What follows belongs to an exercise in optimizing a design on an open flow for small area; a production flow would make more cautious choices. RTL that was checked went through simulation tests only; none was proved equivalent to the original.

==> inputs of build 93 <==
==> flow/design.v <==
module debouncer
(
	input 		noisy,
	input 		clock,
	output reg 	debounced
);
reg       last;
reg [2:0] run;
reg fb;
always @(*)
	case (run)
	3'b000, 3'b010, 3'b011, 3'b101, 3'b111: fb = 1'b1;
	default: fb = 1'b0;
	endcase
always @ (posedge clock)
begin
	last <= noisy;
	if (noisy != last)
		run <= 3'b110;
	else
		run <= {run[1:0], fb};
	if (run == 3'b111)
		debounced <= ~last;
end
endmodule
module RXMajority3Filter
(
	input clockIN,
	input rxIN,
	output wire rxOUT
);
reg [2:0] rxLock;
assign rxOUT = (rxLock[0] & rxLock[1]) | (rxLock[0] & rxLock[2]) | (rxLock[1] & rxLock[2]);
always @(posedge clockIN)
begin
	rxLock <= {rxIN, rxLock[2:1]};
end
endmodule
module UART_RX
#(
	parameter CLOCK_FREQUENCY = 50_000_000,
	parameter BAUD_RATE       = 921600
)
(
	input  clockIN,
	input  RxResetIN,
	input  rxIN,
	output wire rxFireOUT,
	output reg  rxBitOUT,
	output reg  [3:0] rxBitsOUT
);
localparam integer BIT_CYCLES = CLOCK_FREQUENCY / BAUD_RATE / 2 * 2;    
function [5:0] lf(input integer k);
	integer j;
	begin
		lf = 6'd1;
		for (j = 0; j < k; j = j + 1)
			lf = {lf[4:0], lf[5] ^ lf[4]};
	end
endfunction
localparam [5:0] T_START = lf(0), T_TICK = lf(BIT_CYCLES / 2 - 1), T_AFTER = lf(BIT_CYCLES / 2), T_LAST = lf(BIT_CYCLES - 1);
reg [5:0] rxTimer;
wire rx;
wire rxIdle = (rxBitsOUT == 4'd15);
wire rxBaudTick = ~(rx & rxIdle) & (rxTimer == T_TICK);
assign rxFireOUT = (rxTimer == T_AFTER) & rxIdle & rxBitOUT;
RXMajority3Filter rxFilter
(
	.clockIN(clockIN),
	.rxIN(rxIN),
	.rxOUT(rx)
);
always @(posedge clockIN)
	if ((rx & rxIdle) | (rxTimer == T_LAST))
		rxTimer <= T_START;
	else
		rxTimer <= {rxTimer[4:0], rxTimer[5] ^ rxTimer[4]};
always @(posedge clockIN)
begin
	if(RxResetIN)
	begin
		rxBitsOUT <= 4'd15;
		rxBitOUT <= 1'b0;
	end
	else if(rxBaudTick)
	begin
		rxBitOUT <= rx;
		if(rxIdle)
			rxBitsOUT <= 4'd8;
		else
			rxBitsOUT <= rxBitsOUT - 4'd1;
	end
end
endmodule
module LedDataSelector
(
	input wire clock,
	input wire reset,
	input wire [4:0] phase,
	input wire UART_RxFire,
	input wire UART_RxBit,
	input wire [3:0] UART_RxBits,
	input wire ws_win,
	input wire sk_win,
	output wire [3:0] wd,        
	output wire ws_we,           
	output wire sk_we,
	output wire ws_by,           
	output wire sk_by,
	output wire [1:0] by_led
);
reg [2:0] byte_idx;
reg [2:0] addr;
reg addr31;
reg wr;
reg [7:0] cb [0:3];
wire rx_data = ~UART_RxBits[3];            
wire slot_now = (phase[2:0] == UART_RxBits[2:0]);
genvar c;
generate
for (c = 0; c < 4; c = c + 1) begin : g_cb
	localparam [2:0] BYTE = (c == 0) ? 3'd5 : (c == 1) ? 3'd4 : (c == 2) ? 3'd6 : 3'd7;
	wire ins = rx_data & slot_now & (byte_idx == BYTE);
	always @(posedge clock)
		cb[c] <= {cb[c][0], cb[c][7:2], ins ? UART_RxBit : cb[c][1]};
	assign wd[c] = cb[c][1];
end
endgenerate
always @(posedge clock)
begin
	wr <= UART_RxFire & (byte_idx == 3'd7) & ~reset;
	if (reset)
		byte_idx <= 3'd0;
	else if (UART_RxFire)
		byte_idx <= byte_idx + 3'd1;
	if (byte_idx == 3'd0 && UART_RxBits == 4'd7) addr[0] <= UART_RxBit;
	if (byte_idx == 3'd0 && UART_RxBits == 4'd6) addr[1] <= UART_RxBit;
	if (byte_idx == 3'd0 && UART_RxBits == 4'd5) addr[2] <= UART_RxBit;
	if (byte_idx == 3'd3 && UART_RxBits == 4'd0) addr31 <= UART_RxBit;
end
reg pend, ch, sw_on, sw_half;
reg [1:0] tgt;
wire wr_ok   = wr & ~addr[2];    
wire blk     = wr_ok & (addr31 ? sk_win : ws_win);
wire commit  = pend & ~(ch ? sk_win : ws_win);
wire start   = (wr_ok & ~blk) | commit;
always @(posedge clock)
begin
	if (wr_ok)
	begin
		tgt <= addr[1:0];
		ch <= addr31;
	end
	pend <= blk | (pend & ~commit);
	if (start)
	begin
		sw_on <= 1'b1;
		sw_half <= 1'b0;
	end
	else if (sw_on && phase == 5'd31)
	begin
		if (sw_half)
			sw_on <= 1'b0;
		sw_half <= 1'b1;
	end
end
wire sw_here = sw_on & (phase[4:3] == tgt);
assign ws_we = sw_here & ~ch;
assign sk_we = sw_here & ch;
assign ws_by = sw_on & ~ch;
assign sk_by = sw_on & ch;
assign by_led = tgt;
endmodule
module RAM_2P
(
	input clock,
	input we,
	input wd,
	output tap0,
	output tap2
);
reg [31:0] q;
assign tap0 = we ? wd : q[1];
assign tap2 = q[17];
always @(posedge clock)
	q <= {q[0], q[31:2], tap0};
endmodule
module WS2812
#(
	parameter NCOL = 3,
	parameter [5:0] T_CNT = 6'd35,   
	parameter [4:0] T_IDX = 5'b10000,   
	parameter [1:0] T_LED = 2'b00,      
	parameter [2:0] T_EXT = 3'b111
)
(
	input wire clock,
	input wire reset,
	input wire [4:0] phase,
	input wire [7:0] taps,
	input wire [3:0] wd,
	input wire by,
	input wire [1:0] by_led,
	output reg [1:0] led,
	output wire win,
	output wire ws_data
);
localparam [4:0] IDX0 = (NCOL == 3) ? 5'd8 : 5'd0;
function [5:0] lf(input integer k);
	integer j;
	begin
		lf = 6'd1;
		for (j = 0; j < k; j = j + 1)
			lf = {lf[4:0], lf[5] ^ lf[4]};
	end
endfunction
localparam [5:0] C0 = lf(0), C22 = lf(22), C50 = lf(50), C51 = lf(51), C56 = lf(56), C61 = lf(61), C62 = lf(62), CT = lf(T_CNT);
reg pre, bit_val, out;
reg [5:0] cnt;
reg [4:0] idx;
reg [2:0] ext;
wire gap = |ext;
wire [1:0] col_taps = taps[2*idx[4:3] +: 2];
always @(posedge clock)
	if (phase[3:0] == {led[0], idx[2:0]})
		bit_val <= (by && by_led == led) ? wd[idx[4:3]] : col_taps[phase[4] ^ led[1]];
wire e62 = (cnt == C62);
wire bit_end = ~pre & e62;
wire col_end = bit_end & (idx[2:0] == 3'd7);
wire led_last = bit_end & (idx == 5'd31);
wire term = ~pre & (cnt == CT) & ((idx & T_IDX) == T_IDX) & ((led & T_LED) == T_LED) & ((ext & T_EXT) == T_EXT);
assign win = ~gap & (~pre | (cnt == C61) | e62);
assign ws_data = out;
always @(posedge clock)
begin
	out <= ~reset & ~gap & ~pre & ((cnt == C0) | (out & ~((cnt == C22) & ~bit_val) & ~(cnt == C56)));
	if (reset | term)
	begin
		pre <= 1'b1;
		cnt <= reset ? C50 : C51;
		{ext, led, idx} <= {5'd0, IDX0};
	end
	else
	begin
		if (led_last | (pre & e62))
			pre <= ~pre;
		if (led_last)
			cnt <= C51;
		else
			cnt <= {cnt[4:0], cnt[5] ^ cnt[4] ^ (cnt[4:0] == 5'd0) | (bit_end & ~col_end)};
		if (led_last)
		begin
			idx <= IDX0;
			{ext, led} <= {ext, led} + 5'd1;
		end
		else if (bit_end)
			idx <= idx + 5'd1;
	end
end
endmodule
module SK6812RGBW
(
	input wire clock,
	input wire reset,
	input wire [4:0] phase,
	input wire [7:0] taps,     
	input wire [3:0] wd,
	input wire by,
	input wire [1:0] by_led,
	output wire [1:0] led,
	output wire win,
	output wire ws_data
);
WS2812 #(.NCOL(4), .T_CNT(6'd44), .T_IDX(5'b01001), .T_LED(2'b10), .T_EXT(3'b101)) ser
(
	.clock(clock),
	.reset(reset),
	.phase(phase),
	.taps(taps),
	.wd(wd),
	.by(by),
	.by_led(by_led),
	.led(led),
	.win(win),
	.ws_data(ws_data)
);
endmodule
module C10LP_TOP
(
	input SYS_CLK50M,
	input USER_PB0,
	input GPIO1,
	output ARDUINO_IO12,
	output ARDUINO_IO13
);
wire reset;
reg [4:0] phase;
always @(posedge SYS_CLK50M)
	phase <= phase + 5'd1;
wire rx_fire, rx_bit;
wire [3:0] rx_bits;
wire [3:0] wd;
wire ws_we, sk_we, ws_by, sk_by;
wire [1:0] by_led;
wire [1:0] ws_led, sk_led;
wire ws_win, sk_win;
wire [7:0] ws_taps;    
wire [7:0] sk_taps;
debouncer db
(
	.noisy(USER_PB0),
	.clock(SYS_CLK50M),
	.debounced(reset)
);
UART_RX uart_rx_i
(
	.clockIN(SYS_CLK50M),
	.RxResetIN(reset),
	.rxIN(GPIO1),
	.rxFireOUT(rx_fire),
	.rxBitOUT(rx_bit),
	.rxBitsOUT(rx_bits)
);
LedDataSelector lds
(
	.clock(SYS_CLK50M),
	.reset(reset),
	.phase(phase),
	.UART_RxFire(rx_fire),
	.UART_RxBit(rx_bit),
	.UART_RxBits(rx_bits),
	.ws_win(ws_win),
	.sk_win(sk_win),
	.wd(wd),
	.ws_we(ws_we),
	.sk_we(sk_we),
	.ws_by(ws_by),
	.sk_by(sk_by),
	.by_led(by_led)
);
genvar c;
generate
for (c = 0; c < 3; c = c + 1) begin : g_ws
	RAM_2P ram (.clock(SYS_CLK50M), .we(ws_we), .wd(wd[c]), .tap0(ws_taps[2*c+2]), .tap2(ws_taps[2*c+3]));
end
for (c = 0; c < 4; c = c + 1) begin : g_sk
	RAM_2P ram (.clock(SYS_CLK50M), .we(sk_we), .wd(wd[c]), .tap0(sk_taps[2*c]), .tap2(sk_taps[2*c+1]));
end
endgenerate
WS2812 ws
(
	.clock(SYS_CLK50M),
	.reset(reset),
	.phase(phase),
	.taps(ws_taps),
	.wd({wd[2:0], 1'b0}),
	.by(ws_by),
	.by_led(by_led),
	.led(ws_led),
	.win(ws_win),
	.ws_data(ARDUINO_IO12)
);
SK6812RGBW sk
(
	.clock(SYS_CLK50M),
	.reset(reset),
	.phase(phase),
	.taps(sk_taps),
	.wd(wd),
	.by(sk_by),
	.by_led(by_led),
	.led(sk_led),
	.win(sk_win),
	.ws_data(ARDUINO_IO13)
);
endmodule
==> flow/run.sh <==
#!/bin/bash
# synth_recipe.tcl (not shown) runs the flow's synth.tcl, then flattens the netlist and writes it again
# the make line also repeats each setting of config.mk as NAME=value (left out here)
make -C /OpenROAD-flow-scripts/flow DESIGN_CONFIG=/design/flow/config.mk WORK_HOME=/design/flow/orfs CLKGATE_MAP_FILE= SYNTH_SCRIPT=/design/flow/synth_recipe.tcl finish
==> flow/config.mk <==
export PLATFORM = sky130hd
export DESIGN_NAME = C10LP_TOP
export DESIGN_NICKNAME = C10LP_TOP
export VERILOG_FILES = /design/flow/design.v
export SDC_FILE = /design/flow/constraint.sdc
export NUM_CORES = 4
export LEC_CHECK = 0
export CAP_MARGIN = 20
export CORE_MARGIN = 2
export CORE_UTILIZATION = 40
export CTS_BUF_LIST = sky130_fd_sc_hd__clkbuf_8
export CTS_CLUSTER_DIAMETER = 60
export CTS_CLUSTER_SIZE = 16
export SLEW_MARGIN = 20
==> flow/constraint.sdc <==
create_clock -name core_clock -period 20.0 [get_ports {SYS_CLK50M}]
set_input_delay 4.0000 -clock core_clock [delete_from_list [all_inputs] [get_ports {SYS_CLK50M}]]
set_output_delay 4.0000 -clock core_clock [all_outputs]
set_load 0.01 [all_outputs]
==> inputs of trial 23, as changes to build 93 <==
--- a/flow/design.v
+++ b/flow/design.v
@@ -47,3 +47,3 @@
 	input  rxIN,
-	output wire rxFireOUT,
+	output reg  rxFireOUT,
 	output reg  rxBitOUT,
@@ -60,3 +60,3 @@
 endfunction
-localparam [5:0] T_START = lf(0), T_TICK = lf(BIT_CYCLES / 2 - 1), T_AFTER = lf(BIT_CYCLES / 2), T_LAST = lf(BIT_CYCLES - 1);
+localparam [5:0] T_START = lf(0), T_TICK = lf(BIT_CYCLES / 2 - 1), T_LAST = lf(BIT_CYCLES - 1);
 reg [5:0] rxTimer;
@@ -65,3 +65,2 @@
 wire rxBaudTick = ~(rx & rxIdle) & (rxTimer == T_TICK);
-assign rxFireOUT = (rxTimer == T_AFTER) & rxIdle & rxBitOUT;
 RXMajority3Filter rxFilter
@@ -79,7 +78,5 @@
 begin
+	rxFireOUT <= rxBaudTick & (rxBitsOUT == 4'd0) & rx & ~RxResetIN;
 	if(RxResetIN)
-	begin
 		rxBitsOUT <= 4'd15;
-		rxBitOUT <= 1'b0;
-	end
 	else if(rxBaudTick)
--- a/flow/config.mk
+++ b/flow/config.mk
@@ -9,6 +9,7 @@
 export CORE_MARGIN = 2
-export CORE_UTILIZATION = 40
-export CTS_BUF_LIST = sky130_fd_sc_hd__clkbuf_8
+export CORE_UTILIZATION = 60
+export CTS_BUF_LIST = sky130_fd_sc_hd__clkbuf_16
 export CTS_CLUSTER_DIAMETER = 60
-export CTS_CLUSTER_SIZE = 16
+export CTS_CLUSTER_SIZE = 34
+export PLACE_DENSITY = 0.9
 export SLEW_MARGIN = 20
==> inputs of build 46, as changes to build 93 <==
--- a/flow/design.v
+++ b/flow/design.v
@@ -7,9 +7,3 @@
 reg       last;
-reg [2:0] run;
-reg fb;
-always @(*)
-	case (run)
-	3'b000, 3'b010, 3'b011, 3'b101, 3'b111: fb = 1'b1;
-	default: fb = 1'b0;
-	endcase
+reg [2:0] run;    
 always @ (posedge clock)
@@ -18,6 +12,6 @@
 	if (noisy != last)
-		run <= 3'b110;
-	else
-		run <= {run[1:0], fb};
-	if (run == 3'b111)
+		run <= 3'd0;
+	else if (run != 3'd7)
+		run <= run + 3'd1;
+	if (run == 3'd7)
 		debounced <= ~last;
@@ -47,3 +41,3 @@
 	input  rxIN,
-	output wire rxFireOUT,
+	output reg  rxFireOUT,
 	output reg  rxBitOUT,
@@ -51,17 +45,9 @@
 );
-localparam integer BIT_CYCLES = CLOCK_FREQUENCY / BAUD_RATE / 2 * 2;    
-function [5:0] lf(input integer k);
-	integer j;
-	begin
-		lf = 6'd1;
-		for (j = 0; j < k; j = j + 1)
-			lf = {lf[4:0], lf[5] ^ lf[4]};
-	end
-endfunction
-localparam [5:0] T_START = lf(0), T_TICK = lf(BIT_CYCLES / 2 - 1), T_AFTER = lf(BIT_CYCLES / 2), T_LAST = lf(BIT_CYCLES - 1);
-reg [5:0] rxTimer;
+localparam HALF_BAUD_CLK_REG_VALUE = (CLOCK_FREQUENCY / BAUD_RATE / 2 - 1);
+localparam HALF_BAUD_CLK_REG_SIZE  = $clog2(HALF_BAUD_CLK_REG_VALUE);
+reg [HALF_BAUD_CLK_REG_SIZE-1:0] rxClkCounter;
+reg rxBaudClk;
 wire rx;
 wire rxIdle = (rxBitsOUT == 4'd15);
-wire rxBaudTick = ~(rx & rxIdle) & (rxTimer == T_TICK);
-assign rxFireOUT = (rxTimer == T_AFTER) & rxIdle & rxBitOUT;
+wire rxBaudTick = ~(rx & rxIdle) & (rxClkCounter == 0) & ~rxBaudClk;
 RXMajority3Filter rxFilter
@@ -73,13 +59,21 @@
 always @(posedge clockIN)
-	if ((rx & rxIdle) | (rxTimer == T_LAST))
-		rxTimer <= T_START;
+begin
+	if(rx & rxIdle)
+	begin
+		rxClkCounter <= HALF_BAUD_CLK_REG_VALUE;
+		rxBaudClk    <= 0;
+	end
+	else if(rxClkCounter == 0)
+	begin
+		rxClkCounter <= HALF_BAUD_CLK_REG_VALUE;
+		rxBaudClk    <= ~rxBaudClk;
+	end
 	else
-		rxTimer <= {rxTimer[4:0], rxTimer[5] ^ rxTimer[4]};
+		rxClkCounter <= rxClkCounter - 1'b1;
+end
 always @(posedge clockIN)
 begin
+	rxFireOUT <= rxBaudTick & (rxBitsOUT == 4'd0) & rx & ~RxResetIN;
 	if(RxResetIN)
-	begin
 		rxBitsOUT <= 4'd15;
-		rxBitOUT <= 1'b0;
-	end
 	else if(rxBaudTick)
@@ -102,4 +96,8 @@
 	input wire [3:0] UART_RxBits,
+	input wire [1:0] ws_led,
 	input wire ws_win,
+	input wire ws_led_end,
+	input wire [1:0] sk_led,
 	input wire sk_win,
+	input wire sk_led_end,
 	output wire [3:0] wd,        
@@ -143,5 +141,11 @@
 wire wr_ok   = wr & ~addr[2];    
-wire blk     = wr_ok & (addr31 ? sk_win : ws_win);
-wire commit  = pend & ~(ch ? sk_win : ws_win);
+wire a_win   = addr31 ? sk_win : ws_win;
+wire a_end   = addr31 ? sk_led_end : ws_led_end;
+wire [1:0] a_led = addr31 ? sk_led : ws_led;
+wire blk     = wr_ok & a_win & ~a_end & ~reset & (a_led == addr[1:0]);
+wire c_win   = ch ? sk_win : ws_win;
+wire c_end   = ch ? sk_led_end : ws_led_end;
+wire commit  = pend & (~c_win | c_end | reset);
 wire start   = (wr_ok & ~blk) | commit;
+wire at_last = (phase == {tgt, 3'd7});
 always @(posedge clock)
@@ -159,3 +163,3 @@
 	end
-	else if (sw_on && phase == 5'd31)
+	else if (sw_on && at_last)
 	begin
@@ -190,6 +194,6 @@
 	parameter NCOL = 3,
-	parameter [5:0] T_CNT = 6'd35,   
-	parameter [4:0] T_IDX = 5'b10000,   
-	parameter [1:0] T_LED = 2'b00,      
-	parameter [2:0] T_EXT = 3'b111
+	parameter [5:0] T_CNT = 6'd35,
+	parameter [4:0] T_IDX = 5'd8,    
+	parameter [1:0] T_LED = 2'd0,
+	parameter [2:0] T_EXT = 3'd6
 )
@@ -199,4 +203,4 @@
 	input wire [4:0] phase,
-	input wire [7:0] taps,
-	input wire [3:0] wd,
+	input wire [2*NCOL-1:0] taps,
+	input wire [NCOL-1:0] wd,
 	input wire by,
@@ -205,15 +209,6 @@
 	output wire win,
+	output wire led_end,
 	output wire ws_data
 );
-localparam [4:0] IDX0 = (NCOL == 3) ? 5'd8 : 5'd0;
-function [5:0] lf(input integer k);
-	integer j;
-	begin
-		lf = 6'd1;
-		for (j = 0; j < k; j = j + 1)
-			lf = {lf[4:0], lf[5] ^ lf[4]};
-	end
-endfunction
-localparam [5:0] C0 = lf(0), C22 = lf(22), C50 = lf(50), C51 = lf(51), C56 = lf(56), C61 = lf(61), C62 = lf(62), CT = lf(T_CNT);
-reg pre, bit_val, out;
+reg gap, pre, bit_val;
 reg [5:0] cnt;
@@ -221,3 +216,2 @@
 reg [2:0] ext;
-wire gap = |ext;
 wire [1:0] col_taps = taps[2*idx[4:3] +: 2];
@@ -226,17 +220,19 @@
 		bit_val <= (by && by_led == led) ? wd[idx[4:3]] : col_taps[phase[4] ^ led[1]];
-wire e62 = (cnt == C62);
+wire e62 = (cnt == 6'd62);
 wire bit_end = ~pre & e62;
 wire col_end = bit_end & (idx[2:0] == 3'd7);
-wire led_last = bit_end & (idx == 5'd31);
-wire term = ~pre & (cnt == CT) & ((idx & T_IDX) == T_IDX) & ((led & T_LED) == T_LED) & ((ext & T_EXT) == T_EXT);
-assign win = ~gap & (~pre | (cnt == C61) | e62);
-assign ws_data = out;
+wire led_last = col_end & (idx[4:3] == NCOL - 1);
+wire term = gap & ~pre & (cnt == T_CNT) & ((idx & T_IDX) == T_IDX) & ((led & T_LED) == T_LED) & ((ext & T_EXT) == T_EXT);
+assign win = ~gap & (~pre | (cnt == 6'd61) | e62);
+assign led_end = led_last & ~gap;
+assign ws_data = ~gap & ~pre & (((cnt != 6'd0) & (cnt <= 6'd22)) | (bit_val & (cnt >= 6'd23) & (cnt <= 6'd56)));
 always @(posedge clock)
 begin
-	out <= ~reset & ~gap & ~pre & ((cnt == C0) | (out & ~((cnt == C22) & ~bit_val) & ~(cnt == C56)));
 	if (reset | term)
 	begin
+		gap <= 1'b0;
 		pre <= 1'b1;
-		cnt <= reset ? C50 : C51;
-		{ext, led, idx} <= {5'd0, IDX0};
+		cnt <= {5'b11001, ~reset};
+		idx <= 5'd0;
+		led <= 2'd0;
 	end
@@ -244,15 +240,22 @@
 	begin
-		if (led_last | (pre & e62))
-			pre <= ~pre;
 		if (led_last)
-			cnt <= C51;
+		begin
+			pre <= 1'b1;
+			cnt <= 6'd51;
+			idx <= 5'd0;
+			led <= led + 2'd1;
+			if (led == 2'd3)
+			begin
+				gap <= 1'b1;
+				ext <= gap ? ext + 3'd1 : 3'd0;
+			end
+		end
 		else
-			cnt <= {cnt[4:0], cnt[5] ^ cnt[4] ^ (cnt[4:0] == 5'd0) | (bit_end & ~col_end)};
-		if (led_last)
 		begin
-			idx <= IDX0;
-			{ext, led} <= {ext, led} + 5'd1;
+			if (pre & e62)
+				pre <= 1'b0;
+			cnt <= (bit_end & ~col_end) ? 6'd0 : cnt + 6'd1;
+			if (bit_end)
+				idx <= idx + 5'd1;
 		end
-		else if (bit_end)
-			idx <= idx + 5'd1;
 	end
@@ -265,3 +268,3 @@
 	input wire [4:0] phase,
-	input wire [7:0] taps,     
+	input wire [7:0] taps,
 	input wire [3:0] wd,
@@ -271,5 +274,6 @@
 	output wire win,
+	output wire led_end,
 	output wire ws_data
 );
-WS2812 #(.NCOL(4), .T_CNT(6'd44), .T_IDX(5'b01001), .T_LED(2'b10), .T_EXT(3'b101)) ser
+WS2812 #(.NCOL(4), .T_CNT(6'd44), .T_IDX(5'd9), .T_LED(2'd2), .T_EXT(3'd4)) ser
 (
@@ -284,2 +288,3 @@
 	.win(win),
+	.led_end(led_end),
 	.ws_data(ws_data)
@@ -305,4 +310,4 @@
 wire [1:0] ws_led, sk_led;
-wire ws_win, sk_win;
-wire [7:0] ws_taps;    
+wire ws_win, sk_win, ws_led_end, sk_led_end;
+wire [5:0] ws_taps;
 wire [7:0] sk_taps;
@@ -331,4 +336,8 @@
 	.UART_RxBits(rx_bits),
+	.ws_led(ws_led),
 	.ws_win(ws_win),
+	.ws_led_end(ws_led_end),
+	.sk_led(sk_led),
 	.sk_win(sk_win),
+	.sk_led_end(sk_led_end),
 	.wd(wd),
@@ -343,3 +352,3 @@
 for (c = 0; c < 3; c = c + 1) begin : g_ws
-	RAM_2P ram (.clock(SYS_CLK50M), .we(ws_we), .wd(wd[c]), .tap0(ws_taps[2*c+2]), .tap2(ws_taps[2*c+3]));
+	RAM_2P ram (.clock(SYS_CLK50M), .we(ws_we), .wd(wd[c]), .tap0(ws_taps[2*c]), .tap2(ws_taps[2*c+1]));
 end
@@ -355,3 +364,3 @@
 	.taps(ws_taps),
-	.wd({wd[2:0], 1'b0}),
+	.wd(wd[2:0]),
 	.by(ws_by),
@@ -360,2 +369,3 @@
 	.win(ws_win),
+	.led_end(ws_led_end),
 	.ws_data(ARDUINO_IO12)
@@ -373,2 +383,3 @@
 	.win(sk_win),
+	.led_end(sk_led_end),
 	.ws_data(ARDUINO_IO13)
==> flow_summary.json <==
{
  "fin_ws_ns": 14.60,
  "fin_cells": 858,
  "clkPwrFrac": 0.334,
  "multi_input_area_um2": 2130,
  "crit_buf_inv": 1,
  "status": "finished clean",
  "grt_max_degree": 36,
  "finalWeightedCongestion": 0.863,
  "p_leak_nw": 3.97
}
# the run above: trial 23

==> flow_summary.json <==
{
  "fin_cells": 959,
  "status": "finished clean",
  "clkPwrFrac": 0.309,
  "grt_max_degree": 18,
  "finalWeightedCongestion": 0.790,
  "fin_ws_ns": 14.56
}
# the run above: build 93

==> flow_summary.json <==
{
  "multi_input_area_um2": 2320,
  "crit_buf_inv": 2,
  "fin_cells": 989,
  "status": "finished clean",
  "finalWeightedCongestion": 0.821,
  "grt_max_degree": 18,
  "fin_ws_ns": 13.11,
  "p_per_area_nw_per_um2": 100,
  "nonClkBufAreaFrac": 0.00398,
  "p_leak_nw": 4.00
}
# the run above: build 46

Function not checked in build 46: the RTL went through the layout flow alone.

-- afterwards: timing with drivers on the ports --
In the flow no input, the clock included, has a driving cell. The finished layouts below were timed again as built, in two steps.
Step 1 assumes that a clkbuf_16 drives the clock port and a buf_2 every other input.
Step 2 adds t to the input delays and takes it off the output delays; t is the mean of the earliest and latest rising clock arrival at the registers after step 1. Input paths then give back, and output paths get back, about the clock's delay inside the block.
a / b / c = no drivers / after step 1 / after step 2; a / b = the first two.
| run | t (ns) | slack for setup (ns) | worst setup path after step 2 | clock arrival spread, ns | worst data-port slew with drivers (ns) |
|---|---|---|---|---|---|
| build 93 | 0.570 | 14.558 / 14.518 / 15.034 | input to register | 0.028 / 0.029 | 0.03 |
| trial 23 | 0.519 | 14.602 / 14.563 / 15.034 | input to register | 0.015 / 0.016 | 0.03 |
| build 46 | 0.581 | 13.113 / 13.073 / 13.654 | register to output | 0.035 / 0.034 | 0.03 |
After both steps setup and hold are still met in every run listed.
